This design comes from an exercise in tuning for small area on the open sky130 flow, not from production work. The RTL was checked by simulation tests, not by an equivalence proof against the original design. Power and IR drop assume default switching activity.

==> flow/design.v <==
`timescale 1ns/1ps
module button_control(clk,rst,button,valid_vote);
input clk,rst,button;
output reg valid_vote;
reg [30:0]counter;
always@(posedge clk)begin 
	if(rst) counter<=0;
	else begin 
		if(button && counter<11) counter<=counter+1;
		else if(button!=0) counter<=0;
	end
end
always@(posedge clk)begin 
	if(rst) valid_vote<=1'b0;
	else begin 
		if(counter==10) valid_vote<=1'b1;
		else valid_vote<=1'b0;
	end
end
endmodule
module mode_control(
input clk,rst,mode,valid_vote_casted,
input [7:0] cand1_vote,cand2_vote,cand3_vote,cand4_vote,
input cand1_button_press,cand2_button_press,cand3_button_press,cand4_button_press,
output reg [7:0] leds);
reg [30:0]counter;
always@(posedge clk)begin 
	if(rst) counter<=0;
	else if(valid_vote_casted) counter<=counter+1;
	else if(counter!=0 && counter<10) counter<=counter+1;
	else counter<=0;
end
always@(posedge clk)begin 
	if(rst) leds <=0;
	else begin 
		if(mode==0 && counter>0) leds <=8'hFF;
		else if(mode==0) leds <=8'h00;
		else if(mode==1) begin 
			if(cand1_button_press) leds<=cand1_vote;
			else if(cand2_button_press) leds<=cand2_vote;
			else if(cand3_button_press) leds<=cand3_vote;
			else if(cand4_button_press) leds<=cand4_vote;
		end
	end
end
endmodule
module Voter_Logger( clk,rst,mode,cand1_valid_vote,cand2_valid_vote,cand3_valid_vote,cand4_valid_vote, cand1_vote_rcvd,cand2_vote_rcvd,cand3_vote_rcvd,cand4_vote_rcvd);
input clk,rst,mode;
input cand1_valid_vote;
input cand2_valid_vote;
input cand3_valid_vote;
input cand4_valid_vote;
output reg  [7:0] cand1_vote_rcvd,cand2_vote_rcvd,cand3_vote_rcvd,cand4_vote_rcvd;
always@(posedge clk)begin 
	if(rst) begin 
		cand1_vote_rcvd <=0;
		cand2_vote_rcvd <=0;
		cand3_vote_rcvd <=0;
		cand4_vote_rcvd <=0;
	end
	else begin 
		if(cand1_valid_vote && mode==0) cand1_vote_rcvd<=cand1_vote_rcvd+1;
		else if(cand2_valid_vote && mode==0) cand2_vote_rcvd<=cand2_vote_rcvd+1;
		else if(cand3_valid_vote && mode==0) cand3_vote_rcvd<=cand3_vote_rcvd+1;
		else if(cand4_valid_vote && mode==0) cand4_vote_rcvd<=cand4_vote_rcvd+1;
	end
end
endmodule
module voting_machine(clk,rst,mode,button1,button2,button3,button4,led);
input clk,rst,mode,button1,button2,button3,button4;
output  [7:0] led;
wire [7:0]cand1_vote_rcvd;
wire [7:0]cand2_vote_rcvd;
wire [7:0]cand3_vote_rcvd;
wire [7:0]cand4_vote_rcvd;
wire valid_vote1;
wire valid_vote2;
wire valid_vote3;
wire valid_vote4;
wire any_valid_vote;
assign any_valid_vote=valid_vote1|valid_vote2|valid_vote3|valid_vote4;
button_control bc1(.clk(clk),.rst(rst),.button(button1),.valid_vote(valid_vote1));
button_control bc2(.clk(clk),.rst(rst),.button(button2),.valid_vote(valid_vote2));
button_control bc3(.clk(clk),.rst(rst),.button(button3),.valid_vote(valid_vote3));
button_control bc4(.clk(clk),.rst(rst),.button(button4),.valid_vote(valid_vote4));
Voter_Logger vl(.clk(clk),
.rst(rst),
.mode(mode),
.cand1_valid_vote(valid_vote1),
.cand2_valid_vote(valid_vote2),
.cand3_valid_vote(valid_vote3),
.cand4_valid_vote(valid_vote4),
.cand1_vote_rcvd(cand1_vote_rcvd),
.cand2_vote_rcvd(cand2_vote_rcvd),
.cand3_vote_rcvd(cand3_vote_rcvd),
.cand4_vote_rcvd(cand4_vote_rcvd));
mode_control mc(.clk(clk),
.rst(rst),
.mode(mode),
.valid_vote_casted(any_valid_vote),
.cand1_vote(cand1_vote_rcvd),
.cand2_vote(cand2_vote_rcvd),
.cand3_vote(cand3_vote_rcvd),
.cand4_vote(cand4_vote_rcvd),
.cand1_button_press(valid_vote1),
.cand2_button_press(valid_vote2),
.cand3_button_press(valid_vote3),
.cand4_button_press(valid_vote4),
.leds(led));
endmodule
==> flow/run.sh <==
#!/bin/bash
# synth_recipe.tcl (not shown) runs the flow's synth.tcl, then flattens the netlist and writes it again
# the make line also repeats each setting of config.mk as NAME=value (left out here)
make -C /OpenROAD-flow-scripts/flow DESIGN_CONFIG=/design/flow/config.mk WORK_HOME=/design/flow/orfs CLKGATE_MAP_FILE= SYNTH_SCRIPT=/design/flow/synth_recipe.tcl finish
==> flow/config.mk <==
export PLATFORM = sky130hd
export DESIGN_NAME = voting_machine
export DESIGN_NICKNAME = voting_machine
export VERILOG_FILES = /design/flow/design.v
export SDC_FILE = /design/flow/constraint.sdc
export NUM_CORES = 4
export LEC_CHECK = 0
export CAP_MARGIN = 20
export CORE_MARGIN = 2
export CORE_UTILIZATION = 40
export SLEW_MARGIN = 20
==> flow/constraint.sdc <==
create_clock -name core_clock -period 5.0 [get_ports {clk}]
set_input_delay 1.0000 -clock core_clock [delete_from_list [all_inputs] [get_ports {clk}]]
set_output_delay 1.0000 -clock core_clock [all_outputs]
set_load 0.01 [all_outputs]
==> flow_results.org, run 1 <==
** Outcome
- Outcome :: no timing/DRC/antenna violations

** Global route
- The first global-routing pass estimated around 25000 µm of wire.
- Maximum number of pins on one net before global-route repair :: 63
- The via count of the first global-routing pass came to approximately 5300.
- Initial antenna violation count :: 0
- Sum of overflow across all layers after global routing :: 0
- In the global route stage, overall resource usage came out at 0.1467.

** Finish
- The filler cells instantiated in the layout total between 1500 and 2000.
- After the flow finishes, the layout carries non-filler instances totaling between 1000 and 1500.
- Layout-stage area growth over the synthesis result :: 11.83%
- The library cell used most frequently in the layout, excluding fill and tap cells, is sky130_fd_sc_hd__dfxtp_1.
- Most used cells in the layout excluding fill and tap cells :: sky130_fd_sc_hd__dfxtp_1 (199), sky130_fd_sc_hd__nor2_1 (66), sky130_fd_sc_hd__and2_1 (66), sky130_fd_sc_hd__nor3b_1 (47)
- The repair_antennas step left the layout with diodes totalling 0.
- Share of final-layout standard cells stronger than drive strength 1 :: 0.05201
- Number of nets in the final layout :: roughly 850

** Yosys
- Mapped Area :: between 7000 and 8000 µm²
- Area share of the largest cell type after synthesis :: 0.5036
- Averaged over all synthesized cells, the footprint is ~9.4 µm².
- Prevailing post-synth register cell :: sky130_fd_sc_hd__dfxtp_1
- Of all cell types, the one taking the most synthesized area is sky130_fd_sc_hd__dfxtp_1.
- Counting flops with a built-in enable in the synthesized netlist gives 0.
- After synthesis, the share of flip-flops with an asynchronous set or reset is 0.
- The Yosys step of the flow raised 3 warnings.
- By area the synthesized netlist is led by sky130_fd_sc_hd__dfxtp_1 (50%), sky130_fd_sc_hd__and2_1 (5.2%), sky130_fd_sc_hd__nor3b_1 (4.5%).
- The synthesized netlist contains 56 unique library cells.
- The synthesized design contains ~200 register bits.
- The share of the Yosys chip area taken by registers is 0.5036.
- Gate count of the mapped netlist :: approximately 840
- Number of nets in the synthesized netlist :: between 800 and 900

** Setup path
- Tracing the worst setup path back leads to its startpoint at mode.
- The startpoint identified for the worst register-to-register timing path is mc.counter[1].
- Data arrival, critical path :: 2970 ps
- Worst reg-to-reg path cell count :: 5
- STA classifies the critical path endpoint as a register.
- Required @ worst endpoint :: around 5300 ps
- The worst register-to-register path ends at mc.counter[26].
- End point of the critical path :: mc.leds[7]
- Worst setup slack for register-to-register paths :: around 2700 ps
- Highest net fanout along the worst path :: 16
- STA classifies the critical path startpoint as an input pin.
- The critical path is of the input pin to register type.

** Place
- At the placement stage, the worst setup path has a slack of ~1900 ps.
- The congestion estimate from routability-driven global placement came to between 0.7 and 0.8.
- Buffers on Ports :: 14
- Total placed cells including tap cells :: about 1100
- Final HPWL DP :: between 9000 and 10000 µm

** Clocking
- Clock tree root driver cell :: sky130_fd_sc_hd__clkbuf_16
- After clock tree synthesis, the clock-pin slew on the worst setup and hold paths is ~70 ps.
- The number of hold buffers added after CTS was 0.
- The clock drives approximately 200 sinks.
- Buffer levels on the longest clock path :: 2
- Post-CTS timing repair inserted 0 buffers for setup.
- Clock latency on the worst-skew pair, taken at its later pin, is about 430 ps.
- TritonCTS created 17 clock buffers.
- TritonCTS clock tree :: done
- Post-CTS resize count :: 0
- CTS HTree Levels :: 4

** Timing
- Of the available clock period, the critical path in the final layout requires 0.5391.
- On the final layout, the worst clock skew is around 13 ps.
- Final number of hold-violating endpoints :: 0
- The total count of max-transition violations in the final report came to 0.
- Setup TNS :: 0 ps
- Shortest clock period the worst path allows after layout :: 2696 ps
- Slew of the pin with the lowest slew margin :: just under 900 ps
- The tightest hold path in the finished design has a slack of about 460 ps.
- Setup repair after global routing missed its margin :: false
- Setup violations remaining at the end of the flow were counted as 0.
- Static timing analysis puts the maximum clock frequency at approximately 370 MHz.
- Setup slack on the critical path of the routed design comes to between 2000 and 2500 ps.
- Relative slew slack :: 0.4080

** Floorplan
- The floorplan step set the die height to around 140 µm.
- Number of placement rows :: between 50 and 60
- Core Footprint :: about 19000 µm²
- For this configuration, the core starts out at a cell density of 0.4065.
- The floorplan step defined a die boundary enclosing 20920 µm².
- Io pins :: 15
- The die is 144.6 µm wide.

** Drt
- The count of nets left with antenna violations once routing finished came out at 0.
- For this run, design rule violations remaining after detail routing come to 0.
- Post-detailed-routing wire length :: approximately 14000 µm
- After detailed routing, the average wire length per cell comes to roughly 13 µm.
- Using the TritonRoute via totals, the vias-per-cell ratio works out to about 5.1.
- Via count :: approximately 5700
- 1st-pass router iterations :: 4
- Iter 0 DRT Violations :: ~280

** Power and ir drop
- Of the total power, the share spent switching nets is 0.2264.
- Cell-internal power :: 2.394 mW
- Power spread over the standard cell area amounts to about 350 nW/µm².
- The analysis attributes to net switching a power of ~0.70 mW.
- Leakage power figure :: 3.132 nW
- Worst IR Drop VDD :: between 0.0002 and 0.00025 V
- Of the total power, combinational logic draws 0.021.
- Of the total power, registers draw 0.517.
- Of the total power, the clock network draws 0.462.

** Hold path
- The path class of the tightest hold or removal check is register to register.

** Run
- Max-cap check violation count :: 0
worst min path at each step:
stage,startpoint,end,slack [ps],cells past startpoint
2_1_floorplan,bc2.counter[29],bc2.counter[29],430,1
3_3_place_gp,bc2.counter[5],bc2.counter[5],440,1
3_5_place_dp,bc4.counter[30],bc4.counter[30],450,1
4_1_cts,bc4.counter[30],bc4.counter[30],470,1
5_1_grt,bc2.counter[16],bc2.counter[16],470,1
6_report,bc2.counter[25],bc2.counter[25],460,1
layout make-up:
class                           count  area [µm²]  share of cell area
Clock inverter                     14       182.7             0.02065
Tap cell                          265       331.6             0.03748
Clock buffer                       18       439.2             0.04964
Timing Repair Buffer               18       167.7             0.01895
Multi-Input combinational cell    580        3679              0.4158
Sequential cell                   199        3984              0.4503
Inverter                           17       63.81            0.007213
worst max-delay path: stages:
cell	delay (ps)
sky130_fd_sc_hd__clkdlybuf4s50_1	760
sky130_fd_sc_hd__or3_1	500
sky130_fd_sc_hd__o31ai_1	600
sky130_fd_sc_hd__a311oi_1	90
stage by stage:
stage          area (µm²)    util  power, mW
5_1_grt              8847  0.4546      3.216
6_report             8847  0.4546      3.094
2_1_floorplan        7911       -      1.680
3_5_place_dp         8225  0.4226      1.704
3_3_place_gp         8225  0.4226      1.703
4_1_cts              8847  0.4546      3.134
cells by family after synthesis:
kind of cell | synth area share
XOR/XNOR | 0.04317
adder cells (fa/ha/maj) | 0.02214
multiplexers | 0.01803
flip-flops | 0.5036
AND/OR/NAND/NOR | 0.2995
AO/OA/AOI/OAI | 0.08208
buffers and inverters | 0.03147
registers in the layout (all words and copies together), names as in the netlist, 31 cells and up:
signal / flops
bc4.counter: 31
bc3.counter: 31
bc1.counter: 31
mc.counter: 31
bc2.counter: 31
metal layers:
| metal | global-route usage | part of all wire |
|---|---|---|
| met3 | 0.04106 | 0.026 |
| met4 | 0.03935 | 0.0068 |
| met5 | 0 | 0 |
| met1 | 0.1954 | 0.52 |
| met2 | 0.2342 | 0.45 |
Yosys cell counts, drive strengths merged (3+ instances only):
| cell | n |
|---|---|
| xor2 | 29 |
| nor3b | 48 |
| buf | 9 |
| or3 | 14 |
| o21ai | 27 |
| a211oi | 4 |
| o31ai | 7 |
| a21o | 4 |
| nor4b | 3 |
| ha | 14 |
| mux2i | 12 |
| nor3 | 11 |
| clkbuf | 37 |
| nand2 | 46 |
| nand3 | 22 |
| and3 | 13 |
| nand2b | 8 |
| nor2 | 66 |
| a21oi | 33 |
| a311oi | 3 |
| nor4 | 37 |
| nor2b | 6 |
| dfxtp | 199 |
| nand4 | 46 |
| o22ai | 3 |
| o211ai | 3 |
| o21a | 3 |
| inv | 17 |
| and4 | 8 |
| xnor2 | 10 |
| and2 | 66 |
| or4 | 11 |
power by group through the flow:
stage / registers [mW] / logic, mW / clock network (mW)
floorplan: 1.64 / 0.0433 / 0
global placement: 1.64 / 0.0659 / 0
detailed placement: 1.64 / 0.0663 / 0
CTS: 1.60 / 0.0665 / 1.47
global route: 1.60 / 0.0740 / 1.54
finish: 1.60 / 0.0656 / 1.43
==> run 2: changes to the inputs <==
==> flow/design.v (replaced) <==
`timescale 1ns/1ps
module button_control(clk,rst,button,valid_vote);
input clk,rst,button;
output valid_vote;
localparam [3:0] S10A = 4'd10, S11A = 4'd11, S10B = 4'd14, S11B = 4'd15;
reg [3:0] c;
always@(posedge clk)begin
	if(rst) c<=4'd0;
	else if(button) begin
		if(c==S11A || c==S11B) c<=4'd0;
		else if(c==S10A || c==S10B) c<=S11A;
		else c<=c+4'd1;
	end
	else if(c==S10A) c<=S10B;
	else if(c==S11A) c<=S11B;
end
assign valid_vote = (c==S10B) | (c==S11A);
endmodule
module voting_machine(clk,rst,mode,button1,button2,button3,button4,led);
input clk,rst,mode,button1,button2,button3,button4;
output [7:0] led;
wire v1,v2,v3,v4;
button_control bc1(.clk(clk),.rst(rst),.button(button1),.valid_vote(v1));
button_control bc2(.clk(clk),.rst(rst),.button(button2),.valid_vote(v2));
button_control bc3(.clk(clk),.rst(rst),.button(button3),.valid_vote(v3));
button_control bc4(.clk(clk),.rst(rst),.button(button4),.valid_vote(v4));
wire any_v = v1|v2|v3|v4;
reg [7:0] n1,n2,n3,n4;
always@(posedge clk)begin
	if(rst) begin n1<=0; n2<=0; n3<=0; n4<=0; end
	else if(!mode) begin
		if(v1) n1<=n1+8'd1;
		else if(v2) n2<=n2+8'd1;
		else if(v3) n3<=n3+8'd1;
		else if(v4) n4<=n4+8'd1;
	end
end
reg [3:0] m;
always@(posedge clk)begin
	if(rst) m<=0;
	else if(any_v) m<=(m==4'd10) ? m : m+4'd1;
	else if(m!=0 && m!=4'd10) m<=m+4'd1;
	else m<=0;
end
reg [2:0] sel;
always@(posedge clk)begin
	if(rst) sel<=3'd0;
	else if(!mode) sel<={2'b00, m!=0};
	else if(v1) sel<=3'd4;
	else if(v2) sel<=3'd5;
	else if(v3) sel<=3'd6;
	else if(v4) sel<=3'd7;
end
reg [7:0] t;
always@(*)begin
	case(sel[1:0])
	2'd0: t=n1;
	2'd1: t=n2;
	2'd2: t=n3;
	default: t=n4;
	endcase
end
assign led = sel[2] ? t : {8{sel[0]}};
endmodule
==> run 2 against run 1 <==
Combinational power fell by 9.9%. Synthesized cell count fell by 54%. Wire length fell by 48%. Largest power group unchanged. Highest routed layer unchanged. Register-to-register slack improved by 90 ps. Count of clock-buffer cells in the layout fell by 12.
==> flow_results.org, run 2 <==
** Finish
- Core occupancy in the finished layout :: 0.4355 (was 0.4546)
- Fill cells :: 831 (was 1851)
- Share of final-layout standard cells stronger than drive strength 1 :: 0.07513 (was 0.05201)
- The number of antenna cells inserted was 0 (unchanged).
- Most used cells in the layout excluding fill and tap cells: sky130_fd_sc_hd__dfxtp_1 (55), sky130_fd_sc_hd__nand2_1 (38), sky130_fd_sc_hd__a21oi_1 (30), sky130_fd_sc_hd__nor2_1 (27), sky130_fd_sc_hd__inv_1 (20) (was sky130_fd_sc_hd__dfxtp_1 (199), sky130_fd_sc_hd__nor2_1 (66), sky130_fd_sc_hd__and2_1 (66), sky130_fd_sc_hd__nor3b_1 (47)).
- Number of nets in the final layout :: 409 (was 854)
- Cell area after layout :: 3578 µm² (was 8847 µm²)
- The area overhead of the layout relative to synthesis is 6.004% (was 11.83%).
- Most frequent standard cell in the layout excluding fill and tap cells :: sky130_fd_sc_hd__dfxtp_1 (unchanged)

** Yosys
- The main flop type after synthesis is sky130_fd_sc_hd__dfxtp_1 (unchanged).
- Gate count of the mapped netlist :: 390 (was 842)
- Leading post-synthesis cells by instance count :: sky130_fd_sc_hd__dfxtp_1 (55), sky130_fd_sc_hd__nand2_1 (38), sky130_fd_sc_hd__a21oi_1 (30), sky130_fd_sc_hd__nor2_1 (27), sky130_fd_sc_hd__inv_1 (20) (was sky130_fd_sc_hd__dfxtp_1 (199), sky130_fd_sc_hd__and2_1 (66), sky130_fd_sc_hd__nor2_1 (66), sky130_fd_sc_hd__nor3b_1 (47))
- The cell taking the most area after synthesis is sky130_fd_sc_hd__dfxtp_1 (unchanged).
- The portion of the post-synthesis area used by sequential elements is 0.3262 (was 0.5036).
- The synthesized netlist net count came to 412 (was 863).
- The cell area after synthesis came to 3376 µm² (was 7911 µm²).
- Post-Synth Simple-Gate Area :: 0.2202 (was 0.2995)
- The share of synthesized area spent on multiplexers was 0.1142 (was 0.01803).
- Area share of the largest cell type after synthesis :: 0.3262 (was 0.5036)
- The largest family of logic cells by synthesized area is simple AND/OR/NAND/NOR gates (unchanged).
- The post-synthesis xor/xnor area fraction is 0.01297 (was 0.04318).
- The share of synthesized cell area in full adder, half adder and majority cells came to 0.05560 (was 0.02214).
- Warnings from Yosys :: 2 (was 3)
- The fraction of the mapped netlist area in compound gates came to 0.2024 (was 0.08208).
- Count of flip-flops with a built-in enable after synthesis :: 0 (unchanged)
- Mean Syn Cell Area :: 8.656 µm² (was 9.396 µm²)
- The flop and latch count out of synthesis came to 55 (was 199).
- The post-synthesis async set-or-reset flop share came to 0 (unchanged).
- The number of unique standard cell types used by synthesis is 52 (was 56).
- The most used standard cell by instance count after synthesis is sky130_fd_sc_hd__dfxtp_1 (unchanged).
- Largest cells by area after synthesis: sky130_fd_sc_hd__dfxtp_1 (33%), sky130_fd_sc_hd__ha_1 (5.6%), sky130_fd_sc_hd__mux4_2 (5.3%) (was sky130_fd_sc_hd__dfxtp_1 (50%), sky130_fd_sc_hd__and2_1 (5.2%), sky130_fd_sc_hd__nor3b_1 (4.5%)).

** Timing
- Max-slew violation count :: 0 (unchanged)
- Setup repair after global routing missed its margin :: false (unchanged)
- Relative slew slack :: 0.4692 (was 0.4080)
- The shortest period the worst path allows is 3164 ps (was 2696 ps).
- Final number of hold-violating endpoints :: 0 (unchanged)
- Setup TNS :: 0 ps (unchanged)
- The final hold slack was 499.9 ps (was 461.6 ps).
- Maximum frequency from static timing analysis :: 316.1 MHz (was 371.0 MHz)
- Slew of the pin with the lowest slew margin :: 796.3 ps (was 883.9 ps)
- The clock tree skew after final layout came to 7.068 ps (was 13.20 ps).
- The fraction of the cycle the final worst path needs was 0.6327 (was 0.5391).
- The setup violation total in the final timing report is 0 (unchanged).

** Drt
- The detail-routed net length per standard cell was 15.06 µm (was 12.92 µm).
- The number of iterations in the first detailed-routing pass was 7 (was 4).
- The wire length after detailed routing came to 7394 µm (was 14350 µm).
- The remaining antenna violation count came to 0 (unchanged).
- The via density per instance came to 5.807 (was 5.127).
- The total via count after detailed routing is 2851 (was 5696).
- DRC Markers :: 0 (unchanged)
- The initial detailed-routing violation count is 157 (was 284).

** Place
- Cell area reported after detailed placement :: 3506 µm² (was 8225 µm²)
- Final HPWL DP :: 5271 µm (was 9383 µm)
- Weighted congestion reported at the end of routability-driven placement :: 0.8786 (was 0.7955)
- The number of buffers added on ports was 14 (unchanged).

** Setup path
- Counting stages on the worst path, the most repeated cell is sky130_fd_sc_hd__nand2_1.
- Slowest cell on the critical path :: sky130_fd_sc_hd__dfxtp_1 (was sky130_fd_sc_hd__clkdlybuf4s50_1)
- Required @ worst endpoint :: 4000 ps (was 5270 ps)
- Highest net fanout along the worst path :: 10 (was 16)
- Cells along the critical path :: mux4_2, nand2_1, nand2_1, clkdlybuf4s50_1 (was clkdlybuf4s50_1, or3_1, o31ai_1, a311oi_1)
- The worst stage delay on the critical path came to 660 ps (was 760 ps).
- Worst Setup Start Kind :: register (was input pin)
- The critical path data arrival time is 2160 ps (was 2970 ps).
- CP Class :: register to output port (was input pin to register)
- The kind of end point of the critical path is an output port (was register).

** Clocking
- Clk pin slew, worst setup/hold paths :: 90 ps (was 70 ps)
- Clock latency on the worst-skew pair :: 310 ps (was 430 ps)
- Clock tree root driver cell :: sky130_fd_sc_hd__clkbuf_8 (was sky130_fd_sc_hd__clkbuf_16)
- Number of CTS-inserted buffers :: 5 (was 17)
- The hold buffer count at CTS is 0 (unchanged).
- The post-cts gate resize count was 0 (unchanged).
- TritonCTS clock tree :: done (unchanged)
- The clock sink total was 55 (was 199).
- Number of setup buffers added after CTS :: 0 (unchanged)
- Buffer levels on the longest clock path :: 2 (unchanged)
- CTS HTree Levels :: 2 (was 4)

** Floorplan
- The die area is 9190 µm² (was 20920 µm²).
- The number of placement rows was 33 (was 51).
- Core Footprint :: 8217 µm² (was 19460 µm²)
- Die Span Y :: 95.87 µm (was 144.6 µm)
- Die outline width :: 95.87 µm (was 144.6 µm)
- Io pins :: 15 (unchanged)
- The starting utilization of the core area is 0.4108 (was 0.4065).

** Power and ir drop
- Final Power :: 0.7496 mW (was 3.094 mW)
- The maximum VDD drop was 0.0001237 V (was 0.0002473 V).
- Leakage power figure :: 1.160 nW (was 3.132 nW)
- Cell area power density :: 209.5 nW/µm² (was 349.7 nW/µm²)

** Global route
- The largest net degree at the start of global routing came to 45 (was 63).
- The leftover overflow at the end of global routing came to 0 (unchanged).
- Wire length of the first global-routing pass :: 12060 µm (was 24920 µm)
- Initial antenna violation count :: 0 (unchanged)
- The via count of the first global-routing pass came to 2515 (was 5312).
- Combined global-route utilization of all metal layers :: 0.1644 (was 0.1467)

** Outcome
- Outcome: no timing/DRC/antenna violations (unchanged).

** Hold path
- Min-delay worst type :: register to register (unchanged)

** Run
- Max-cap check violation count :: 0 (unchanged)
[run 2: changes by cell type in the layout (fill, tap and decap cells not counted), sizes merged, moves of 7 or more]
cell / change
nor2: -39
mux4: +8
mux2: +8
dfxtp: -144
xor2: -28
nand4: -39
o21ai: -11
nand2: -8
and4: -7
clkbuf: -12
and2: -64
nor4: -31
and3: -13
nor3b: -48
[run 2: worst max-delay path, delay by kind of cell (launching register included)]
kind	cells	cell delay (ps)
DFF	1	660
buffers and inverters	1	490
muxes	1	560
and+or+nand+nor	2	140
[run 2: logic make-up after synthesis]
| group | count (synthesis) |
|---|---|
| and+or+nand+nor | 146 |
| AOI/OAI and AO/OA | 98 |
| DFF | 55 |
| buffers and inverters | 47 |
| muxes | 24 |
| adders and majority gates | 15 |
| xor gates and xnor gates | 5 |
[run 2: per-stage QoR]
| stage | setup slack [ps] | cells |
|---|---|---|
| 2_1_floorplan | 2626 | 390 |
| 3_3_place_gp | 2170 | 485 |
| 3_5_place_dp | 2099 | 485 |
| 4_1_cts | 1833 | 491 |
| 5_1_grt | 1732 | 491 |
| 6_report | 1836 | 491 |
[run 2: metal layers]
layer  wire length [µm]  GRT usage  up-vias
met2               3416     0.2739       35
met4                 49    0.03571        0
li1                   -          -     1430
met5                  0          0        -
met3                205    0.02897        6
met1               3722     0.2231     1380
[run 2: cell type report]
type                       instances  area (µm²)  area share
multi-input combinational        288        2043      0.5710
timing repair buffer              15       142.6     0.03986
sequential                        55        1101      0.3077
tap                              105       131.4     0.03671
clock buffer                       6       72.57     0.02028
inverter                          22       87.58     0.02448
[run 2: where the power goes]
group / switching, mW / internal [mW]
Clock: 0.141 / 0.0940
Combinational: 0.0348 / 0.0243
Sequential: 0.0106 / 0.445
[run 2: path summary, 6_finish.rpt]
kind              startpoint  endpoint  slack, ps  cells after the start
setup / recovery      sel[0]    led[7]       1840                      4
hold / removal         n2[7]     n2[7]        500                      2
setup reg to reg    bc1.c[0]     n2[5]       2770                      6
hold reg to reg        n2[7]     n2[7]        500                      2
==> run 3: changes to the inputs <==
--- a/flow/config.mk
+++ b/flow/config.mk
@@ -6,4 +6,5 @@
 export NUM_CORES = 4
 export LEC_CHECK = 0
+export ABC_AREA = 1
 export CAP_MARGIN = 20
 export CORE_MARGIN = 2
==> run 3 against run 2 <==
Largest cell class unchanged. Global-route usage increased by 0.91 points. Critical endpoint is now led[1]. Synthesized area decreased by 1.5%. Fmax increased by 2.7%. Via count increased by 8.6%. Cell count increased by 25%. Setup slack improved by 83 ps. Clock power increased by 3%. Critical path depth increased by 2. Combinational power increased by 53%. Count of clock-buffer cells in the layout unchanged. Register-to-register slack improved by 230 ps. Still clean.
==> flow_results.org, run 3 <==
** Outcome
- Outcome :: no timing/DRC/antenna violations (unchanged)

** Setup path
- Highest net fanout along the worst path :: 8 (was 10)
- Cells along the critical path: nor2_1, nand2_1, nand3_1, o211ai_1, nand2_1, clkdlybuf4s50_1 (was mux4_2, nand2_1, nand2_1, clkdlybuf4s50_1).
- Data arrival, critical path :: 2080 ps (was 2160 ps)
- The worst endpoint required time came to 4000 ps (about the same).
- The cell count of the worst reg-to-reg path is 8 (was 6).
- Family with the most delay on the worst path :: simple AND/OR/NAND/NOR gates (was flip-flops)
- Source of the critical timing path :: sel[0] (unchanged)
- Reg2reg end :: n2[4] (was n2[5])
- Buffers and inverters on the worst path :: 1 (unchanged)
- Critical path capture point type :: output port (unchanged)
- Reg-to-Reg Start :: bc2.c[0] (was bc1.c[0])
- Slowest cell on the critical path :: sky130_fd_sc_hd__clkdlybuf4s50_1 (was sky130_fd_sc_hd__dfxtp_1)
- Cell mode on critical path :: sky130_fd_sc_hd__nand2_1 (unchanged)
- The worst stage delay on the critical path is 530 ps (was 660 ps).
- The kind of launch point of the worst setup path is a register (unchanged).
- CP Class :: register to output port (unchanged)
- Worst setup slack for register-to-register paths :: 3000 ps (was 2770 ps)

** Yosys
- The mean cell area of the mapped netlist was 6.678 µm² (was 8.656 µm²).
- Count of flip-flops with a built-in enable after synthesis :: 0 (unchanged)
- The post-synthesis async set-or-reset flop share was 0 (unchanged).
- Leading post-synthesis cells by instance count: sky130_fd_sc_hd__nand2_1 (120), sky130_fd_sc_hd__inv_1 (58), sky130_fd_sc_hd__dfxtp_1 (55), sky130_fd_sc_hd__nor2_1 (49) (was sky130_fd_sc_hd__dfxtp_1 (55), sky130_fd_sc_hd__nand2_1 (38), sky130_fd_sc_hd__a21oi_1 (30), sky130_fd_sc_hd__nor2_1 (27), sky130_fd_sc_hd__inv_1 (20)).
- Prevailing post-synth register cell :: sky130_fd_sc_hd__dfxtp_1 (unchanged)
- The portion of the post-synthesis area used by sequential elements came to 0.3311 (was 0.3262).
- Mapped Area :: 3326 µm² (was 3376 µm²)
- Cell variety after synth :: 33 (was 52)
- The synthesized netlist net count was 520 (was 412).
- The most used standard cell by instance count after synthesis was sky130_fd_sc_hd__nand2_1 (was sky130_fd_sc_hd__dfxtp_1).
- Largest cells by area after synthesis: sky130_fd_sc_hd__dfxtp_1 (33%), sky130_fd_sc_hd__nand2_1 (14%), sky130_fd_sc_hd__a21oi_1 (6.8%) (was sky130_fd_sc_hd__dfxtp_1 (33%), sky130_fd_sc_hd__ha_1 (5.6%), sky130_fd_sc_hd__mux4_2 (5.3%)).
- Synthesis-stage register bit count :: 55 (unchanged)
- Area share of the largest cell type after synthesis :: 0.3311 (was 0.3262)
- Warnings from Yosys :: 2 (unchanged)
- Gate count of the mapped netlist :: 498 (was 390)
- The cell taking the most area after synthesis is sky130_fd_sc_hd__dfxtp_1 (unchanged).

** Floorplan
- The number of placement rows is 33 (unchanged).
- The core outline area is 8134 µm² (was 8217 µm²).
- Starting Density :: 0.4089 (was 0.4108)
- Io pins :: 15 (unchanged)
- The width of the die was 95.18 µm (was 95.87 µm).
- Die Area :: 9059 µm² (was 9190 µm²)
- The overall die height was 95.18 µm (was 95.87 µm).

** Global route
- Combined global-route utilization of all metal layers :: 0.1736 (was 0.1644)
- Maximum number of pins on one net before global-route repair :: 31 (was 45)
- The leftover overflow at the end of global routing came to 0 (unchanged).
- Initial antenna violation count :: 0 (unchanged)
- Wire length of the first global-routing pass :: 12590 µm (was 12060 µm)
- The via count of the first global-routing pass is 2767 (was 2515).

** Timing
- The fraction of the cycle the final worst path needs was 0.6161 (was 0.6327).
- The count of endpoints failing hold in the final timing report came to 0 (unchanged).
- Setup repair after global routing missed its margin: false (unchanged).
- Max Clock Skew :: 5.645 ps (was 7.068 ps)
- The tightest slew margin relative to the limit is 0.5056 (was 0.4692).
- Maximum frequency from static timing analysis :: 324.6 MHz (was 316.1 MHz)
- Shortest clock period the worst path allows after layout :: 3081 ps (was 3164 ps)
- The total count of max-transition violations in the final report is 0 (unchanged).
- The final-layout setup total negative slack came to 0 ps (unchanged).
- The setup violation total in the final timing report came to 0 (unchanged).
- The worst-margin pin slew is 740.8 ps (was 796.3 ps).

** Drt
- Post-detailed-routing wire length :: 7432 µm (was 7394 µm)
- Ratio of routed vias to standard cells :: 5.052 (was 5.807)
- Via count :: 3097 (was 2851)
- The number of iterations in the first detailed-routing pass came to 4 (was 7).
- The residual DRC count is 0 (unchanged).
- The remaining antenna violation count is 0 (unchanged).
- Average detailed-routed wire length per instance :: 12.12 µm (was 15.06 µm)
- Iter 0 DRT Violations :: 181 (was 157)

** Clocking
- The number of buffers created by CTS was 5 (unchanged).
- The number of levels in the clock H-tree was 2 (unchanged).
- TritonCTS clock tree :: done (unchanged)
- The number of setup buffers added after CTS came to 0 (unchanged).
- Clk pin slew, worst setup/hold paths :: 100 ps (was 90 ps)
- The post-cts gate resize count is 0 (unchanged).
- Buffer levels on the longest clock path :: 2 (unchanged)
- The clock sink total was 55 (unchanged).
- Cts hold-fix bufs :: 0 (unchanged)
- The buffer cell driving the clock tree root is sky130_fd_sc_hd__clkbuf_8 (unchanged).
- Clock latency on the worst-skew pair :: 310 ps (about the same)

** Power and ir drop
- The static leakage was 1.508 nW (was 1.160 nW).
- Cell area power density :: 221.1 nW/µm² (was 209.5 nW/µm²)
- Worst IR Drop VDD :: 0.00009174 V (was 0.0001237 V)

** Finish
- The filler cell count in the final layout is 840 (was 831).
- Core occupancy in the finished layout :: 0.4444 (was 0.4355)
- Most frequent standard cell in the layout excluding fill and tap cells :: sky130_fd_sc_hd__nand2_1 (was sky130_fd_sc_hd__dfxtp_1)
- Share of final-layout standard cells stronger than drive strength 1 :: 0.05118 (was 0.07513)
- Most used cells in the layout excluding fill and tap cells: sky130_fd_sc_hd__nand2_1 (120), sky130_fd_sc_hd__inv_1 (58), sky130_fd_sc_hd__dfxtp_1 (55), sky130_fd_sc_hd__nor2_1 (49) (was sky130_fd_sc_hd__dfxtp_1 (55), sky130_fd_sc_hd__nand2_1 (38), sky130_fd_sc_hd__a21oi_1 (30), sky130_fd_sc_hd__nor2_1 (27), sky130_fd_sc_hd__inv_1 (20)).
- Cell area after layout :: 3615 µm² (was 3578 µm²)
- The number of antenna cells inserted came to 0 (unchanged).
- The area overhead of the layout relative to synthesis came to 8.691% (was 6.004%).
- The net count reported at finish is 531 (was 409).

** Hold path
- Worst hold path stage count :: 2 (unchanged)
- Hold path endpoint :: n2[3] (was n2[7])
- The path category of the worst min-delay check was register to register (unchanged).
- The beginning of the worst hold path is n2[3] (was n2[7]).

** Place
- The placed instance area came to 3542 µm² (was 3506 µm²).
- Buffers on Ports :: 14 (unchanged)
- Final HPWL DP :: 5429 µm (was 5271 µm)
- Weighted congestion reported at the end of routability-driven placement :: 0.8750 (was 0.8786)

** Run
- Max-cap check violation count :: 0 (unchanged)
-- run 3: cell count changes in the layout (fill, tap and decap cells not counted), sizes merged, moves of 14 or more --
cell   previous run  this run
nand2            38       127
inv              22        60
nand3            19        48
nor2             27        55
o21ai            16        32
a21oi            30        45
or3              14         0
-- run 3: worst max-delay path by stage --
stage / slack, ps / end / cells past startpoint
6_report: 1920 / led[1] / 6
5_1_grt: 1770 / led[3] / 6
4_1_cts: 1940 / led[3] / 6
3_5_place_dp: 2210 / n2[4] / 7
3_3_place_gp: 2200 / n2[4] / 7
2_1_floorplan: 2980 / led[0] / 4
-- run 3: kinds of logic (layout without fill, tap and decap cells) --
logic type                 after synthesis  after routing  share of synthesized area
xor gates and xnor gates                17             17                    0.04477
and+or+nand+nor                        247            247                     0.3292
buffers and inverters                   71             81                    0.08653
adders and majority gates               15             15                    0.05643
AOI/OAI and AO/OA                       93             93                     0.1520
DFF                                     55             55                     0.3311
-- run 3: layer usage --
| metal | vias to the layer above | track usage | wire [µm] |
|---|---|---|---|
| li1 | 1651 | - | - |
| met1 | 1396 | 0.2409 | 3782 |
| met2 | 43 | 0.2752 | 3299 |
| met3 | 7 | 0.03083 | 253 |
| met4 | 0 | 0.05072 | 97 |
| met5 | - | 0 | 0 |
-- run 3: tightest hold or removal path, stage by stage (launching register included) --
cell                      delay (ps)
sky130_fd_sc_hd__dfxtp_1         330
sky130_fd_sc_hd__nand2_1          60
sky130_fd_sc_hd__a21oi_1          50
-- run 3: through the flow --
step	cells	power, mW	hold WS [ps]	setup slack [ps]
3_3_place_gp	607	0.5665	466.8	2200
4_1_cts	613	0.8079	487.4	1938
2_1_floorplan	498	0.5369	436.1	2977
6_report	613	0.7990	485.0	1919
3_5_place_dp	607	0.5685	472.3	2207
5_1_grt	613	0.8357	504.3	1765
-- run 3: power breakdown --
| part | switching (mW) | internal [mW] |
|---|---|---|
| registers | 0.0171 | 0.450 |
| clock network | 0.146 | 0.0942 |
| logic | 0.0530 | 0.0377 |
-- run 3: layout make-up --
type | count | area, µm² | area share
tap | 105 | 131.4 | 0.03634
timing repair buffer | 15 | 147.6 | 0.04084
multi-input combinational | 372 | 1937 | 0.5358
inverter | 60 | 225.2 | 0.06231
sequential | 55 | 1101 | 0.3046
clock buffer | 6 | 72.57 | 0.02008
==> run 4: changes to the inputs <==
==> flow/flow/run.sh (new file) <==
#!/bin/bash
# Own flow: the standard layout (standard.sh) with
#  - synthesis mapped by an area-oriented ABC script (flow/area.abc) and
#    without Yosys's half/full-adder extraction,
#  - the smallest buffer on each port,
#  - clock tree built from small clock buffers, without dummy loads.
set -euo pipefail
W=$(pwd)
export MY_ABC_SCRIPT=$W/flow/area.abc
CTS="-sink_clustering_enable -repair_clock_nets -dont_use_dummy_load -buf_list sky130_fd_sc_hd__clkbuf_8 -sink_clustering_size 30 -sink_clustering_max_diameter 100"
sed "s#SYNTH_SCRIPT=[^ ]*#SYNTH_SCRIPT=$W/flow/synth.tcl ADDER_MAP_FILE=#" standard.sh > my_standard.sh
grep -q "SYNTH_SCRIPT=$W/flow/synth.tcl" my_standard.sh
bash my_standard.sh finish "BUFFER_PORTS_ARGS=-buffer_cell sky130_fd_sc_hd__buf_1" "CTS_ARGS=$CTS" > make_flow.log 2>&1
==> flow/flow/area.abc (new file) <==
strash
&get -n
&deepsyn -T 20
&dch -f
&nf -R 1000 -p
&put
==> flow/flow/synth.tcl (new file) <==
# The standard flow's synthesis script (synth_recipe.tcl) with only the ABC mapping script replaced
proc synth {args} { yosys synth -nofsm -noshare {*}$args }
proc abc {args} {
  set i [lsearch -exact $args -script]
  if { $i >= 0 && [info exists ::env(MY_ABC_SCRIPT)] } {
    lset args [expr {$i + 1}] $::env(MY_ABC_SCRIPT)
  }
  yosys abc {*}$args
}
source $::env(SCRIPTS_DIR)/synth.tcl
# left out here: clear keep_hierarchy, flatten, clean up, hide names made inside functions, write 1_2_yosys.v
==> flow/standard.sh (new file) <==
#!/bin/bash
# synth_recipe.tcl (not shown) runs the flow's synth.tcl, then flattens the netlist and writes it again
# the make line also repeats each setting of config.mk as NAME=value (left out here)
make -C /OpenROAD-flow-scripts/flow DESIGN_CONFIG=/design/flow/config.mk WORK_HOME=/design/flow/orfs CLKGATE_MAP_FILE= SYNTH_SCRIPT=/design/flow/synth_recipe.tcl "${@:-finish}"
--- a/flow/config.mk
+++ b/flow/config.mk
@@ -6,5 +6,4 @@
 export NUM_CORES = 4
 export LEC_CHECK = 0
-export ABC_AREA = 1
 export CAP_MARGIN = 20
 export CORE_MARGIN = 2
removed: flow/run.sh
==> run 4 against run 3 <==
Still clean. Global-route usage fell by 1.5 points. Count of clock-buffer cells in the layout is 1 lower. Utilization up 0.65 points. Fmax up 0.41%. Register-to-register slack worse by 480 ps. Via count down 40%. Cell count down 44%. Synthesized area fell by 33%. Largest cell class unchanged.
==> flow_results.org, run 4 <==
** Yosys
- The main flop type after synthesis is sky130_fd_sc_hd__dfxtp_1 (unchanged).
- The portion of the post-synthesis area used by sequential elements came to 0.4933 (was 0.3311).
- Leading post-synthesis cells by instance count :: sky130_fd_sc_hd__dfxtp_1 (55), sky130_fd_sc_hd__a21oi_1 (46), sky130_fd_sc_hd__nor3_1 (27), sky130_fd_sc_hd__nor2_1 (22), sky130_fd_sc_hd__and3_1 (19) (was sky130_fd_sc_hd__nand2_1 (120), sky130_fd_sc_hd__inv_1 (58), sky130_fd_sc_hd__dfxtp_1 (55), sky130_fd_sc_hd__nor2_1 (49))
- Gate count of the mapped netlist :: 253 (was 498)
- Area share of the largest cell type after synthesis :: 0.4933 (was 0.3311)
- Dominant cell by count in the synthesized netlist :: sky130_fd_sc_hd__dfxtp_1 (was sky130_fd_sc_hd__nand2_1)
- Count of flip-flops with a built-in enable after synthesis :: 0 (unchanged)
- Warnings from Yosys :: 2 (unchanged)
- Largest cells by area after synthesis :: sky130_fd_sc_hd__dfxtp_1 (49%), sky130_fd_sc_hd__a21oi_1 (10%), sky130_fd_sc_hd__nor3_1 (6.1%) (was sky130_fd_sc_hd__dfxtp_1 (33%), sky130_fd_sc_hd__nand2_1 (14%), sky130_fd_sc_hd__a21oi_1 (6.8%))
- The number of unique standard cell types used by synthesis is 22 (was 33).
- The synthesized netlist net count was 260 (was 520).
- The flop and latch count out of synthesis was 55 (unchanged).
- Mapped Area :: 2232 µm² (was 3326 µm²)
- Post-synth ARST share :: 0 (unchanged)
- Mean Syn Cell Area :: 8.823 µm² (was 6.678 µm²)
- Cell accounting for the most synthesized area :: sky130_fd_sc_hd__dfxtp_1 (unchanged)

** Clocking
- The clock sink total is 55 (unchanged).
- Buffer levels on the longest clock path :: 2 (unchanged)
- Clock latency on the worst-skew pair :: 300 ps (was 310 ps)
- The clock transition at the register clock pins on the worst setup and hold paths after CTS is 100 ps (about the same).
- The number of setup buffers added after CTS was 0 (unchanged).
- The buffer cell driving the clock tree root is sky130_fd_sc_hd__clkbuf_8 (unchanged).
- The number of levels in the clock H-tree is 2 (unchanged).
- Post-CTS resize count :: 0 (unchanged)
- Cts hold-fix bufs :: 0 (unchanged)
- TritonCTS clock tree :: done (unchanged)
- Number of CTS-inserted buffers :: 5 (unchanged)

** Setup path
- Family with the most delay on the worst path :: simple AND/OR/NAND/NOR gates (unchanged)
- The library cell contributing the largest single delay on the critical path is sky130_fd_sc_hd__dfxtp_1 (was sky130_fd_sc_hd__clkdlybuf4s50_1).
- Buffers and inverters on the worst path :: 1 (unchanged)
- The kind of end point of the critical path is an output port (unchanged).
- Slowest cell delay on critical path :: 520 ps (was 530 ps)
- The biggest fanout along the worst timing path came to 11 (was 8).
- Required @ worst endpoint :: 4000 ps (about the same)
- Cells along the critical path :: nor2b_1, nand2_1, o22ai_1, a21oi_1, buf_1 (was nor2_1, nand2_1, nand3_1, o211ai_1, nand2_1, clkdlybuf4s50_1)
- Worst Setup Start Kind :: register (unchanged)
- The critical path class is register to output port (unchanged).
- The critical path data arrival time came to 2070 ps (was 2080 ps).

** Finish
- The net count reported at finish was 282 (was 531).
- Core occupancy in the finished layout :: 0.4509 (was 0.4444)
- Fill cells :: 542 (was 840)
- The number of antenna cells inserted is 0 (unchanged).
- The most common cell after layout, fill and taps aside is sky130_fd_sc_hd__dfxtp_1 (was sky130_fd_sc_hd__nand2_1).
- Most used cells in the layout excluding fill and tap cells :: sky130_fd_sc_hd__dfxtp_1 (55), sky130_fd_sc_hd__a21oi_1 (46), sky130_fd_sc_hd__nor3_1 (27), sky130_fd_sc_hd__nor2_1 (22), sky130_fd_sc_hd__and3_1 (19) (was sky130_fd_sc_hd__nand2_1 (120), sky130_fd_sc_hd__inv_1 (58), sky130_fd_sc_hd__dfxtp_1 (55), sky130_fd_sc_hd__nor2_1 (49))
- The area overhead of the layout relative to synthesis was 9.865% (was 8.691%).
- The fraction of layout instances using a drive strength above 1 is 0.02564 (was 0.05118).
- The final standard cell count with taps included and fillers excluded came to 345 (was 613).

** Power and ir drop
- Cell area power density :: 282.3 nW/µm² (was 221.1 nW/µm²)
- The maximum VDD drop came to 0.0001434 V (was 0.00009174 V).
- Leakage power figure :: 0.9213 nW (was 1.508 nW)
- The power consumption came to 0.6923 mW (was 0.7990 mW).

** Drt
- The wire length after detailed routing was 4339 µm (was 7432 µm).
- The remaining antenna violation count came to 0 (unchanged).
- Average detailed-routed wire length per instance :: 12.58 µm (was 12.12 µm)
- Via count :: 1866 (was 3097)
- The via density per instance is 5.409 (was 5.052).
- DRC Markers :: 0 (unchanged)
- 1st-pass router iterations :: 4 (unchanged)
- The initial detailed-routing violation count came to 120 (was 181).

** Timing
- Max-slew violation count :: 0 (unchanged)
- Shortest clock period the worst path allows after layout :: 3068 ps (was 3081 ps)
- Final number of hold-violating endpoints :: 0 (unchanged)
- Setup repair after global routing missed its margin: false (unchanged).
- The setup violation total in the final timing report was 0 (unchanged).
- Max Clock Skew :: 16.32 ps (was 5.645 ps)
- The worst-margin pin slew came to 547.5 ps (was 740.8 ps).
- The highest clock frequency the design can meet was 325.9 MHz (was 324.6 MHz).
- Final-layout worst hold slack :: 506.8 ps (was 485.0 ps)
- Portion of the clock cycle consumed by the worst path in the final layout :: 0.6136 (was 0.6161)
- The tightest slew margin relative to the limit came to 0.6342 (was 0.5056).
- Setup TNS :: 0 ps (unchanged)

** Global route
- Combined global-route utilization of all metal layers :: 0.1582 (was 0.1736)
- The wire length of the first global-routing pass came to 7824 µm (was 12590 µm).
- Sum of overflow across all layers after global routing :: 0 (unchanged)
- The largest net degree at the start of global routing was 53 (was 31).
- Via count of the first global-routing pass :: 1746 (was 2767)
- Initial antenna violation count :: 0 (unchanged)

** Floorplan
- Die Area :: 6194 µm² (was 9059 µm²)
- Starting Density :: 0.4104 (was 0.4089)
- The overall die height is 78.70 µm (was 95.18 µm).
- The core outline area was 5439 µm² (was 8134 µm²).
- Die outline width :: 78.70 µm (was 95.18 µm)
- The I/O pin count came to 15 (unchanged).
- The number of placement rows came to 27 (was 33).

** Place
- Weighted congestion reported at the end of routability-driven placement :: 0.7699 (was 0.8750)
- Buffers on Ports :: 14 (unchanged)
- The half-perimeter wire length after placement is 3026 µm (was 5429 µm).
- The number of instances in the placed design came to 340 (was 607).

** Run
- The total of max-cap violations came to 0 (unchanged).

** Hold path
- The path category of the worst min-delay check is register to register (unchanged).

** Outcome
- Outcome :: no timing/DRC/antenna violations (unchanged)
==> run 4: layer usage <==
metal  share of wire  vias to the layer above  global-route usage
met2            0.46                       17              0.2607
met5               0                        -                   0
met4           0.011                        0             0.05263
met1            0.50                      845              0.2042
li1                -                     1000                   -
met3           0.024                        4             0.03750
==> run 4: final cells by class <==
type	instances	area (µm²)	area share
Timing Repair Buffer	15	61.31	0.02500
Tap cell	72	90.09	0.03673
Multi-Input combinational cell	198	1131	0.4612
Sequential cell	55	1101	0.4490
Clock buffer	5	68.82	0.02806
==> run 4: worst paths after layout <==
kind,from,endpoint,slack [ps],cells after the start
setup / recovery,sel[2],led[4],1930,5
hold / removal,bc4.c[2],bc4.c[2],510,1
hold reg to reg,bc4.c[2],bc4.c[2],510,1
setup reg to reg,bc1.c[0],n3[7],2520,10
==> run 4: worst register-to-register path: stages, from the launching register on <==
cell and delay [ps]:
sky130_fd_sc_hd__dfxtp_1 350, sky130_fd_sc_hd__xor2_1 170, sky130_fd_sc_hd__nand3_1 190, sky130_fd_sc_hd__nand2_1 130, sky130_fd_sc_hd__nor3_1 250, sky130_fd_sc_hd__and2_0 280, sky130_fd_sc_hd__and3_1 230, sky130_fd_sc_hd__and2_0 250
sky130_fd_sc_hd__and3_1 270, sky130_fd_sc_hd__and3_1 180, sky130_fd_sc_hd__nor3_1 50
==> run 4: cells by family after synthesis <==
family,Yosys count,synth area share
AO/OA/AOI/OAI,81,0.2203
XOR/XNOR,9,0.03532
flip-flops,55,0.4933
AND/OR/NAND/NOR,108,0.2511
==> run 4: power by group <==
part	leakage (nW)	switching, mW	internal, mW
combinational	0.441	0.0138	0.00928
sequential	0.445	0.00624	0.443
clock	0.0359	0.129	0.0907
==> run 4: stage by stage <==
step,setup WS [ps],instance area [µm²]
CTS,1931,2452
floorplan,2594,2232
detailed placement,2145,2384
global placement,2163,2384
finish,1932,2452
global route,1725,2452
==> run 5: changes to the inputs <==
--- a/flow/flow/run.sh
+++ b/flow/flow/run.sh
@@ -8,5 +8,5 @@
 W=$(pwd)
 export MY_ABC_SCRIPT=$W/flow/area.abc
-CTS="-sink_clustering_enable -repair_clock_nets -dont_use_dummy_load -buf_list sky130_fd_sc_hd__clkbuf_8 -sink_clustering_size 30 -sink_clustering_max_diameter 100"
+CTS="-sink_clustering_enable -repair_clock_nets -dont_use_dummy_load -buf_list sky130_fd_sc_hd__clkbuf_8 -sink_clustering_size 60 -sink_clustering_max_diameter 200"
 sed "s#SYNTH_SCRIPT=[^ ]*#SYNTH_SCRIPT=$W/flow/synth.tcl ADDER_MAP_FILE=#" standard.sh > my_standard.sh
 grep -q "SYNTH_SCRIPT=$W/flow/synth.tcl" my_standard.sh
--- a/flow/config.mk
+++ b/flow/config.mk
@@ -8,4 +8,4 @@
 export CAP_MARGIN = 20
 export CORE_MARGIN = 2
-export CORE_UTILIZATION = 40
+export CORE_UTILIZATION = 60
 export SLEW_MARGIN = 20
==> run 5 against run 4 <==
Count of clock-buffer cells in the layout unchanged. Cell count decreased by 7.0%. Critical path type unchanged. Hold slack got worse by 9.6 ps. Non-clock buffer count unchanged. Via count increased by 2.4%. Synthesized cell count unchanged. Sequential power about the same. Total power decreased by 0.63%. Utilization increased by 22 points. Clock skew increased by 8.7 ps. Global-route usage increased by 6.9 points.
==> flow_results.org, run 5 <==
** Outcome
- Outcome :: no timing/DRC/antenna violations (unchanged)

** Drt
- 1st-pass router iterations :: 4 (unchanged)
- Post-detailed-routing wire length :: 4270 µm (was 4339 µm)
- Antenna Nets Post-Route :: 0 (unchanged)
- The initial detailed-routing violation count came to 137 (was 120).
- Average detailed-routed wire length per instance :: 13.30 µm (was 12.58 µm)
- Via count :: 1911 (was 1866)
- The via density per instance came to 5.953 (was 5.409).
- The residual DRC count was 0 (unchanged).

** Yosys
- Cell variety after synth :: 22 (unchanged)
- Leading post-synthesis cells by instance count :: sky130_fd_sc_hd__dfxtp_1 (55), sky130_fd_sc_hd__a21oi_1 (46), sky130_fd_sc_hd__nor3_1 (27), sky130_fd_sc_hd__nor2_1 (22), sky130_fd_sc_hd__and3_1 (19) (unchanged)
- Warnings from Yosys :: 2 (unchanged)
- The share of Yosys cell area claimed by the top area cell type is 0.4933 (unchanged).
- Dominant cell by count in the synthesized netlist :: sky130_fd_sc_hd__dfxtp_1 (unchanged)
- The post-synthesis async set-or-reset flop share was 0 (unchanged).
- Mean Syn Cell Area :: 8.823 µm² (unchanged)
- The flop and latch count out of synthesis is 55 (unchanged).
- The synthesized instance count came to 253 (unchanged).
- Register area share after synthesis :: 0.4933 (unchanged)
- Number of nets in the synthesized netlist :: 260 (unchanged)
- The main flop type after synthesis was sky130_fd_sc_hd__dfxtp_1 (unchanged).
- The cell taking the most area after synthesis is sky130_fd_sc_hd__dfxtp_1 (unchanged).
- Mapped Area :: 2232 µm² (unchanged)
- Count of flip-flops with a built-in enable after synthesis :: 0 (unchanged)
- Largest cells by area after synthesis :: sky130_fd_sc_hd__dfxtp_1 (49%), sky130_fd_sc_hd__a21oi_1 (10%), sky130_fd_sc_hd__nor3_1 (6.1%) (unchanged)

** Setup path
- The slack of the worst reg-to-reg path is 2500 ps (was 2520 ps).
- Worst Setup Start Kind :: register (unchanged)
- Highest net fanout along the worst path :: 11 (unchanged)
- Cells along the critical path: nor2b_1, nand2_1, o22ai_1, a21oi_1, buf_1 (unchanged).
- Slowest cell delay on critical path :: 510 ps (was 520 ps)
- The library cell contributing the largest single delay on the critical path is sky130_fd_sc_hd__dfxtp_1 (unchanged).
- Data arrival, critical path :: 2030 ps (was 2070 ps)
- CP Class :: register to output port (unchanged)
- The kind of end point of the critical path was an output port (unchanged).
- The worst endpoint required time is 4000 ps (about the same).

** Floorplan
- Core Footprint :: 3606 µm² (was 5439 µm²)
- Die Span Y :: 65.00 µm (was 78.70 µm)
- Number of placement rows :: 22 (was 27)
- The width of the die is 65.00 µm (was 78.70 µm).
- Starting Density :: 0.6190 (was 0.4104)
- Io pins :: 15 (unchanged)
- Die Area :: 4224 µm² (was 6194 µm²)

** Timing
- The fraction of the cycle the final worst path needs was 0.6065 (was 0.6136).
- The final-layout setup total negative slack is 0 ps (unchanged).
- The worst-margin pin slew came to 520.7 ps (was 547.5 ps).
- The tightest slew margin relative to the limit came to 0.6528 (was 0.6342).
- Setup repair after global routing missed its margin: false (unchanged).
- The total count of max-transition violations in the final report is 0 (unchanged).
- Shortest clock period the worst path allows after layout :: 3032 ps (was 3068 ps)
- The setup violation total in the final timing report is 0 (unchanged).
- Final number of hold-violating endpoints :: 0 (unchanged)
- The clock tree skew after final layout came to 25.04 ps (was 16.32 ps).
- Maximum frequency from static timing analysis :: 329.8 MHz (was 325.9 MHz)

** Global route
- Maximum number of pins on one net before global-route repair :: 53 (unchanged)
- The wire length of the first global-routing pass is 7424 µm (was 7824 µm).
- Initial antenna violation count :: 0 (unchanged)
- Via count of the first global-routing pass :: 1665 (was 1746)
- The total routing usage reported by global routing was 0.2268 (was 0.1582).
- The leftover overflow at the end of global routing was 0 (unchanged).

** Hold path
- Min-delay worst type :: register to register (unchanged)

** Finish
- Number of nets in the final layout :: 282 (unchanged)
- The number of antenna cells inserted came to 0 (unchanged).
- Most used cells in the layout excluding fill and tap cells :: sky130_fd_sc_hd__dfxtp_1 (55), sky130_fd_sc_hd__a21oi_1 (46), sky130_fd_sc_hd__nor3_1 (27), sky130_fd_sc_hd__nor2_1 (22), sky130_fd_sc_hd__and3_1 (19) (unchanged)
- The final standard cell count with taps included and fillers excluded is 321 (was 345).
- The most common cell after layout, fill and taps aside was sky130_fd_sc_hd__dfxtp_1 (unchanged).
- The filler cell count in the final layout is 322 (was 542).
- The area overhead of the layout relative to synthesis is 8.520% (was 9.865%).
- Share of final-layout standard cells stronger than drive strength 1 :: 0.02564 (unchanged)

** Place
- Final HPWL DP :: 3013 µm (was 3026 µm)
- The weighted congestion at the end of routability-driven global placement came to 0.7623 (was 0.7699).
- Total placed cells including tap cells :: 316 (was 340)
- Buffers on Ports :: 14 (unchanged)

** Power and ir drop
- Cell-internal power :: 0.5430 mW (was 0.5431 mW)
- The static leakage is 0.9213 nW (unchanged).
- Worst IR Drop VDD :: 0.0002298 V (was 0.0001434 V)
- Comb power frac :: 0.034 (was 0.033)
- Relative contribution of sequential cells to total power :: 0.654 (was 0.649)
- Switching power :: 0.1449 mW (was 0.1492 mW)
- The clock power share was 0.313 (was 0.318).
- The total power per unit cell area came to 284.0 nW/µm² (was 282.3 nW/µm²).
- The fraction of power spent switching nets is 0.2106 (was 0.2155).

** Run
- The total of max-cap violations came to 0 (unchanged).

** Clocking
- Clock latency on the worst-skew pair :: 300 ps (about the same)
- The number of setup buffers added after CTS was 0 (unchanged).
- Number of CTS-inserted buffers :: 5 (unchanged)
- The number of levels in the clock H-tree came to 2 (unchanged).
- Clock tree root driver cell :: sky130_fd_sc_hd__clkbuf_8 (unchanged)
- Cts hold-fix bufs :: 0 (unchanged)
- The clock sink total is 55 (unchanged).
- TritonCTS clock tree :: done (unchanged)
- The post-cts gate resize count is 0 (unchanged).
- Buffer levels on the longest clock path :: 2 (unchanged)
- The clock transition at the register clock pins on the worst setup and hold paths after CTS came to 80 ps (was 100 ps).
run 5: cell counts after synthesis:
Identical to the previous run, type by type.
run 5: layout make-up:
class,count,area [µm²],share of cell area
well taps,48,60.06,0.02479
flip-flops and latches,55,1101,0.4545
clock buffers,5,68.82,0.02841
multi-input cells,198,1131,0.4669
repair buffers,15,61.31,0.02531
run 5: critical path, delay by kind of cell, from the launching register on:
family	cells	cell delay, ps
AO/OA/AOI/OAI	2	300
flip-flops	1	510
AND/OR/NAND/NOR	2	790
buffers and inverters	1	130
run 5: per-layer routing:
metal	track usage	wire length, µm	up-vias
li1	-	-	990
met3	0.06250	273	4
met5	0	0	-
met2	0.3312	1828	45
met1	0.3275	2136	872
met4	0.06383	31	0
run 5: cells by family (layout without fill, tap and decap cells):
group / after synthesis / after routing / share of synthesized area
and+or+nand+nor: 108 / 108 / 0.2511
DFF: 55 / 55 / 0.4933
xor gates and xnor gates: 9 / 9 / 0.03532
buffers and inverters: 0 / 20 / 0
AOI/OAI and AO/OA: 81 / 81 / 0.2203
run 5: final timing paths:
| path | cells past startpoint | start | end |
|---|---|---|---|
| max | 5 | sel[2] | led[6] |
| min | 1 | bc4.c[2] | bc4.c[2] |
| max reg2reg | 11 | bc1.c[0] | n4[7] |
| min reg2reg | 1 | bc4.c[2] | bc4.c[2] |
run 5: through the flow:
stage / util / hold slack, ps / worst slack, ps / power, mW / cell area [µm²]
floorplan: - / 454.7 / 2594 / 0.4698 / 2232
global placement: 0.6527 / 482.4 / 2190 / 0.4822 / 2354
detailed placement: 0.6527 / 492.7 / 2158 / 0.4827 / 2354
CTS: 0.6718 / 508.3 / 1965 / 0.6957 / 2422
global route: 0.6718 / 529.0 / 1710 / 0.7202 / 2422
finish: 0.6718 / 497.2 / 1968 / 0.6879 / 2422
run 5: power by group through the flow:
stage	Combinational [mW]	Clock [mW]	Sequential [mW]
2_1_floorplan	0.0116	0	0.458
3_5_place_dp	0.0230	0	0.460
5_1_grt	0.0265	0.243	0.451
4_1_cts	0.0231	0.223	0.450
3_3_place_gp	0.0227	0	0.459
6_report	0.0231	0.215	0.450
==> run 6: changes to the inputs <==
--- a/flow/flow/run.sh
+++ b/flow/flow/run.sh
@@ -8,5 +8,5 @@
 W=$(pwd)
 export MY_ABC_SCRIPT=$W/flow/area.abc
-CTS="-sink_clustering_enable -repair_clock_nets -dont_use_dummy_load -buf_list sky130_fd_sc_hd__clkbuf_8 -sink_clustering_size 60 -sink_clustering_max_diameter 200"
+CTS="-sink_clustering_enable -repair_clock_nets -dont_use_dummy_load -buf_list sky130_fd_sc_hd__clkbuf_16 -sink_clustering_size 60 -sink_clustering_max_diameter 200"
 sed "s#SYNTH_SCRIPT=[^ ]*#SYNTH_SCRIPT=$W/flow/synth.tcl ADDER_MAP_FILE=#" standard.sh > my_standard.sh
 grep -q "SYNTH_SCRIPT=$W/flow/synth.tcl" my_standard.sh
==> run 6 against run 5 <==
Wire length increased by 1.8%. Utilization grew 1.6 points. Combinational power is essentially flat. Register-to-register slack barely moved. Die area is the same. Setup slack lost 25 ps. Synthesized cell count unchanged. Non-clock buffer count is the same. Critical endpoint is now led[7]. Highest routed layer unchanged.
==> flow_results.org, run 6 <==
** Setup path
- Source of the critical timing path :: sel[2] (unchanged)
- Highest net fanout along the worst path :: 11 (unchanged)
- Cells along the critical path :: nor2b_1, nand2_1, o22ai_1, a21oi_1, buf_1 (unchanged)
- The kind of launch point of the worst setup path is a register (unchanged).
- The library cell contributing the largest single delay on the critical path is sky130_fd_sc_hd__dfxtp_1 (unchanged).
- Reg-to-Reg Start :: bc1.c[0] (unchanged)
- Slowest cell delay on critical path :: 510 ps (about the same)
- The critical path class is register to output port (unchanged).
- The kind of end point of the critical path is an output port (unchanged).
- The critical path data arrival time is 2060 ps (was 2030 ps).
- Required @ worst endpoint :: 4000 ps (about the same)

** Drt
- The remaining antenna violation count is 0 (unchanged).
- Post-detailed-routing wire length :: 4348 µm (was 4270 µm)
- Via count :: 1918 (was 1911)
- The detail-routed net length per standard cell was 13.55 µm (was 13.30 µm).
- DRC Markers :: 0 (unchanged)
- Iter 0 DRT Violations :: 120 (was 137)
- The via density per instance was 5.975 (was 5.953).
- 1st-pass router iterations :: 4 (unchanged)

** Timing
- Setup repair after global routing missed its margin: false (unchanged).
- The highest clock frequency the design can meet was 327.1 MHz (was 329.8 MHz).
- Number of failing setup endpoints in the final timing report :: 0 (unchanged)
- Max-slew violation count :: 0 (unchanged)
- The count of endpoints failing hold in the final timing report was 0 (unchanged).
- Slew of the pin with the lowest slew margin :: 516.5 ps (was 520.7 ps)
- The shortest period the worst path allows was 3057 ps (was 3032 ps).
- Max Clock Skew :: 15.76 ps (was 25.04 ps)
- The tightest slew margin relative to the limit is 0.6556 (was 0.6528).
- Portion of the clock cycle consumed by the worst path in the final layout :: 0.6114 (was 0.6065)
- Setup TNS :: 0 ps (unchanged)

** Clocking
- The post-cts gate resize count was 0 (unchanged).
- The number of setup buffers added after CTS is 0 (unchanged).
- Cts hold-fix bufs :: 0 (unchanged)
- The number of levels in the clock H-tree came to 2 (unchanged).
- The clock transition at the register clock pins on the worst setup and hold paths after CTS is 60 ps (was 80 ps).
- The number of buffers created by CTS was 5 (unchanged).
- Clock latency on the worst-skew pair :: 290 ps (was 300 ps)
- The clock sink total came to 55 (unchanged).
- Clock tree root driver cell :: sky130_fd_sc_hd__clkbuf_16 (was sky130_fd_sc_hd__clkbuf_8)
- Buffer levels on the longest clock path :: 2 (unchanged)
- TritonCTS clock tree :: done (unchanged)

** Power and ir drop
- The power share of the combinational group came to 0.029 (was 0.034).
- The fraction of power consumed by sequential logic came to 0.571 (was 0.654).
- Worst IR Drop VDD :: 0.0002901 V (was 0.0002298 V)
- Final Power :: 0.7875 mW (was 0.6879 mW)
- Leakage power figure :: 0.9470 nW (was 0.9213 nW)
- Cell-internal power :: 0.6299 mW (was 0.5430 mW)
- The fraction of power spent switching nets was 0.2002 (was 0.2106).
- Cell area power density :: 317.7 nW/µm² (was 284.0 nW/µm²)
- Switching power :: 0.1576 mW (was 0.1449 mW)
- Power share of the clock group :: 0.399 (was 0.313)

** Global route
- Sum of overflow across all layers after global routing :: 0 (unchanged)
- The via count of the first global-routing pass came to 1690 (was 1665).
- The total routing usage reported by global routing is 0.2353 (was 0.2268).
- Wire length of the first global-routing pass :: 7610 µm (was 7424 µm)
- Maximum number of pins on one net before global-route repair :: 53 (unchanged)
- The number of antenna violations at the first check in global routing came to 0 (unchanged).

** Yosys
- The warning count from the yosys run came to 2 (unchanged).
- The portion of the post-synthesis area used by sequential elements is 0.4933 (unchanged).
- The share of Yosys cell area claimed by the top area cell type is 0.4933 (unchanged).
- The number of unique standard cell types used by synthesis is 22 (unchanged).
- Leading post-synthesis cells by instance count: sky130_fd_sc_hd__dfxtp_1 (55), sky130_fd_sc_hd__a21oi_1 (46), sky130_fd_sc_hd__nor3_1 (27), sky130_fd_sc_hd__nor2_1 (22), sky130_fd_sc_hd__and3_1 (19) (unchanged).
- The main flop type after synthesis is sky130_fd_sc_hd__dfxtp_1 (unchanged).
- Largest cells by area after synthesis: sky130_fd_sc_hd__dfxtp_1 (49%), sky130_fd_sc_hd__a21oi_1 (10%), sky130_fd_sc_hd__nor3_1 (6.1%) (unchanged).
- The synthesized instance count was 253 (unchanged).
- The cell taking the most area after synthesis was sky130_fd_sc_hd__dfxtp_1 (unchanged).
- The synthesized netlist net count was 260 (unchanged).
- The post-synthesis async set-or-reset flop share is 0 (unchanged).
- Dominant cell by count in the synthesized netlist :: sky130_fd_sc_hd__dfxtp_1 (unchanged)
- The flop and latch count out of synthesis was 55 (unchanged).
- Mapped Area :: 2232 µm² (unchanged)
- Mean Syn Cell Area :: 8.823 µm² (unchanged)
- Count of flip-flops with a built-in enable after synthesis :: 0 (unchanged)

** Floorplan
- The I/O pin count was 15 (unchanged).
- Die Span Y :: 65.00 µm (unchanged)
- The die area was 4224 µm² (unchanged).
- The starting utilization of the core area was 0.6190 (unchanged).
- Number of placement rows :: 22 (unchanged)
- The core outline area is 3606 µm² (unchanged).
- Die outline width :: 65.00 µm (unchanged)

** Hold path
- The path category of the worst min-delay check is register to register (unchanged).
- Beginning of the worst hold path :: bc4.c[2] (unchanged)

** Finish
- Share of final-layout standard cells stronger than drive strength 1 :: 0.02564 (unchanged)
- Number of inserted diodes :: 0 (unchanged)
- Most used cells in the layout excluding fill and tap cells :: sky130_fd_sc_hd__dfxtp_1 (55), sky130_fd_sc_hd__a21oi_1 (46), sky130_fd_sc_hd__nor3_1 (27), sky130_fd_sc_hd__nor2_1 (22), sky130_fd_sc_hd__and3_1 (19) (unchanged)
- The filler cell count in the final layout came to 319 (was 322).
- The most common cell after layout, fill and taps aside is sky130_fd_sc_hd__dfxtp_1 (unchanged).
- Layout-stage area growth over the synthesis result :: 11.04% (was 8.520%)
- Number of cells in the finished layout apart from fillers :: 321 (unchanged)
- The net count reported at finish was 282 (unchanged).

** Place
- Buffers on Ports :: 14 (unchanged)
- The number of instances in the placed design was 316 (unchanged).
- Final HPWL DP :: 3013 µm (unchanged)
- Weighted congestion reported at the end of routability-driven placement :: 0.7623 (unchanged)

** Run
- Max-cap check violation count :: 0 (unchanged)

** Outcome
- Outcome :: no timing/DRC/antenna violations (unchanged)
-- run 6: cell counts after synthesis --
Identical to the previous run, type by type.
-- run 6: final timing paths --
| kind | to | slack, ps | depth (start not counted) |
|---|---|---|---|
| worst max-delay path | led[7] | 1940 | 5 |
| worst min-delay path | bc4.c[2] | 490 | 1 |
| worst max register to register | n4[7] | 2500 | 11 |
| worst min register to register | bc4.c[2] | 490 | 1 |
-- run 6: cells by family after synthesis --
family	share of synthesized area
flops	0.4933
xor+xnor	0.03532
compound gates	0.2203
simple gates	0.2511
-- run 6: per-layer routing --
metal	GRT usage	wire length, µm	share of wire
met4	0.08777	63	0.014
met1	0.3286	2173	0.50
met3	0.05729	239	0.055
met2	0.3518	1872	0.43
met5	0	0	0
-- run 6: power by group through the flow --
stage                     Clock (mW)  Combinational, mW  Sequential [mW]
after floorplan                    0             0.0116            0.458
after global placement             0             0.0227            0.459
after detailed placement           0             0.0230            0.460
after CTS                      0.321             0.0230            0.450
after global routing           0.339             0.0266            0.451
final                          0.315             0.0231            0.450
-- run 6: cell type report --
type,count,area [µm²],share of cell area
well taps,48,60.06,0.02423
flip-flops and latches,55,1101,0.4442
multi-input cells,198,1131,0.4563
clock buffers,5,125.1,0.05048
repair buffers,15,61.31,0.02473
-- run 6: worst max-delay path: cells and delay by family, from the launching register on --
kind | cells | cell delay (ps)
compound gates | 2 | 330
buf+inv | 1 | 130
flops | 1 | 510
simple gates | 2 | 800
-- run 6: per-stage QoR --
step	utilization	area, µm²	hold slack, ps	setup slack [ps]
after floorplan	-	2232	454.7	2594
final	0.6874	2479	494.4	1943
after CTS	0.6874	2479	504.7	1948
after global routing	0.6874	2479	524.8	1736
after global placement	0.6527	2354	482.4	2190
after detailed placement	0.6527	2354	492.7	2158

Re-timed with assumed drivers on the ports (clkbuf_16 on the clock, buf_2 on other inputs), run 6 has 1.909 ns of setup slack against 1.943 ns with ideal ports, and 2.147 ns once port delays also move by the mid clock arrival of 0.313 ns.
